What follows belongs to an exercise in optimizing a design on an open flow for small area; a production flow would make more cautious choices. The RTL was checked by simulation tests, not by an equivalence proof against the original design. Power and IR drop assume default switching activity.

## top
module top #(
    parameter DATA_WIDTH = 8,
    parameter BUFFER_SIZE = 2,
    parameter KERNEL_SIZE = 9,
    parameter NUM_OF_MUL = 2,
    parameter DATA_OF_SET = 20,
    parameter IN_NUM_OF_SET = 4,
    parameter OUT_NUM_OF_SET = 3
)(
    input  logic          clk,
    input  logic          rst,
    input  logic [639:0]  din,
    input  logic [71:0]   kernel,
    input  logic [1:0]    op,
    output logic [1279:0] dout,
    output logic          dout_valid
);
For scale: about 6100 cells after synthesis, ~2000 I/O pins, roughly 90000 sq um of cells after synthesis.
Settings: LEC_CHECK=0, CAP_MARGIN=25, CORE_AREA=10 10 450 450, DIE_AREA=0 0 460 460, PLACE_DENSITY=0.55, SLEW_MARGIN=25, SYNTH_HIERARCHICAL=1; clock period 10.0 ns.
standard.sh (not shown) runs the stock make flow with config.mk's settings and CLKGATE_MAP_FILE= SYNTH_SCRIPT=/design/flow/synth_recipe.tcl, a recipe that flattens the netlist after the stock synthesis.
==> flow/flow/run.sh <==
#!/bin/bash
# The standard layout (standard.sh) with these placement settings changed:
#  - plain buf_1 cells as the port buffers (every port still gets one);
#  - pins may sit one routing track apart, so a smaller die holds them;
#  - clock tree: larger sink clusters, small clock buffers, no dummy loads;
#  - one tie cell for the constant outputs (as synthesis leaves it).
set -o pipefail
export BUFFER_PORTS_ARGS="-buffer_cell sky130_fd_sc_hd__buf_1"
export PLACE_PINS_ARGS="-min_distance 1 -min_distance_in_tracks"
export CTS_ARGS="-sink_clustering_enable -repair_clock_nets -dont_use_dummy_load -buf_list {sky130_fd_sc_hd__clkbuf_4 sky130_fd_sc_hd__clkbuf_8} -sink_clustering_size 20 -sink_clustering_max_diameter 45"
export SKIP_REPAIR_TIE_FANOUT=1
bash standard.sh > standard.log 2>&1
The first run failed in global routing with GRT-0116.
Next try:
Settings changed: CORE_AREA 10 10 450 450 to 10 10 550 550, DIE_AREA 0 0 460 460 to 0 0 560 560.
After rerunning: With this change the flow produced a clean layout. Area after synthesis does not change. Synthesized cell count does not change.
Next try:
--- a/flow/flow/run.sh
+++ b/flow/flow/run.sh
@@ -6 +6,2 @@
-#  - one tie cell for the constant outputs (as synthesis leaves it).
+#  - one tie cell for the constant outputs (as synthesis leaves it);
+#  - global routing may use 90% of each layer's tracks (the platform allows 80%).
@@ -11,0 +13 @@
+export FASTROUTE_TCL="$(pwd)/flow/fastroute.tcl"
==> flow/flow/fastroute.tcl (new file) <==
# The platform's global-routing setup (platforms/sky130hd/fastroute.tcl) with
# the layer capacity adjustment lowered from 0.2 to 0.1.
set_global_routing_layer_adjustment $::env(MIN_ROUTING_LAYER)-$::env(MAX_ROUTING_LAYER) 0.1

set_routing_layers -clock $::env(MIN_CLK_ROUTING_LAYER)-$::env(MAX_ROUTING_LAYER)
set_routing_layers -signal $::env(MIN_ROUTING_LAYER)-$::env(MAX_ROUTING_LAYER)
Settings changed: CORE_AREA 10 10 550 550 to 10 10 430 430, DIE_AREA 0 0 560 560 to 0 0 440 440, PLACE_DENSITY 0.55 to 0.6.
Result:
- die area came out lower by well over a third
- hold slack is better by 59 ps
- worst setup slack is better by 260 ps
- cell area came out lower by a few percent
Next try:
--- a/flow/flow/run.sh
+++ b/flow/flow/run.sh
@@ -6,2 +6 @@
-#  - one tie cell for the constant outputs (as synthesis leaves it);
-#  - global routing may use 90% of each layer's tracks (the platform allows 80%).
+#  - one tie cell for the constant outputs (as synthesis leaves it).
@@ -13 +11,0 @@
-export FASTROUTE_TCL="$(pwd)/flow/fastroute.tcl"
Settings changed: CORE_AREA 10 10 430 430 to 10 10 510 510, DIE_AREA 0 0 440 440 to 0 0 520 520, PLACE_DENSITY 0.6 to 0.55.
removed: flow/flow/fastroute.tcl
- power is higher by 3.2%
- cell area is higher by 2.2%
- count of clock-buffer cells in the layout is higher by 39
- wire length is higher by 7.1%
Next try:
--- a/flow/flow/run.sh
+++ b/flow/flow/run.sh
@@ -6 +6,2 @@
-#  - one tie cell for the constant outputs (as synthesis leaves it).
+#  - one tie cell for the constant outputs (as synthesis leaves it);
+#  - global routing may use 90% of each layer's tracks (the platform allows 80%).
@@ -10 +11 @@
-export CTS_ARGS="-sink_clustering_enable -repair_clock_nets -dont_use_dummy_load -buf_list {sky130_fd_sc_hd__clkbuf_4 sky130_fd_sc_hd__clkbuf_8} -sink_clustering_size 20 -sink_clustering_max_diameter 45"
+export CTS_ARGS="-sink_clustering_enable -repair_clock_nets -dont_use_dummy_load -buf_list {sky130_fd_sc_hd__clkbuf_16} -sink_clustering_size 30 -sink_clustering_max_diameter 60"
@@ -11,0 +13 @@
+export FASTROUTE_TCL="$(pwd)/flow/fastroute.tcl"
==> flow/flow/fastroute.tcl (new file) <==
# The platform's global-routing setup (platforms/sky130hd/fastroute.tcl) with
# the layer capacity adjustment lowered from 0.2 to 0.1.
set_global_routing_layer_adjustment $::env(MIN_ROUTING_LAYER)-$::env(MAX_ROUTING_LAYER) 0.1

set_routing_layers -clock $::env(MIN_CLK_ROUTING_LAYER)-$::env(MAX_ROUTING_LAYER)
set_routing_layers -signal $::env(MIN_ROUTING_LAYER)-$::env(MAX_ROUTING_LAYER)
Settings changed: CORE_AREA 10 10 510 510 to 10 10 450 450, DIE_AREA 0 0 520 520 to 0 0 460 460.
- via count drops by 0.76%
- global-route usage goes up by 2.6 points
- clock power goes up by 5.5%
- die area fell by 22%
- fmax is higher by 2.0%
- power came out higher by 0.70%
- critical path depth shrinks by 2
Next try:
--- a/flow/flow/run.sh
+++ b/flow/flow/run.sh
@@ -11 +11 @@
-export CTS_ARGS="-sink_clustering_enable -repair_clock_nets -dont_use_dummy_load -buf_list {sky130_fd_sc_hd__clkbuf_16} -sink_clustering_size 30 -sink_clustering_max_diameter 60"
+export CTS_ARGS="-sink_clustering_enable -repair_clock_nets -dont_use_dummy_load -buf_list {sky130_fd_sc_hd__clkbuf_4 sky130_fd_sc_hd__clkbuf_8} -sink_clustering_size 20 -sink_clustering_max_diameter 45"
Effect:
- The changed run passed the timing, DRC and antenna checks
- total power goes down by 3.3%
- first-iteration DRC count falls by 0.79%
- cell area decreases by 0.52%

[what the ideal ports hide]
How much do the figures lean on ideal ports? The routed layouts below were timed once more, with nothing changed but the port constraints.
Step 1 sets driving cells, clkbuf_16 on the clock port and buf_2 on the other inputs (assumed; they add their load-dependent delay and slew).
Step 2 moves the port delays by t, midway between the first and last clock arrival at a register: inputs arrive t later, outputs are due t later. That takes back most of the time a late clock gives input paths.
Slacks: no drivers / after step 1 / after step 2; pairs: no drivers / after step 1.
| run | t (ns) | setup WS [ns] | worst setup path at the end | worst data-port slew with drivers (ns) |
|---|---|---|---|---|
| the second run | 1.101 | 0.787 / 0.787 / 0.051 | input to register | 0.28 |
| the third run | 1.071 | 1.052 / 1.052 / 0.012 | input to register | 0.29 |
| the fourth run | 1.095 | 0.693 / 0.693 / 0.073 | input to register | 0.22 |
| the fifth run | 0.882 | 0.872 / 0.872 / 0.114 | input to register | 0.26 |
| the sixth run | 1.077 | 0.934 / 0.934 / 0.149 | input to register | 0.27 |
After both steps every run listed still meets setup and hold. For the third run, which loses most, drivers alone change the setup slack by 0.000 ns; drivers and shift together by -1.040 ns.
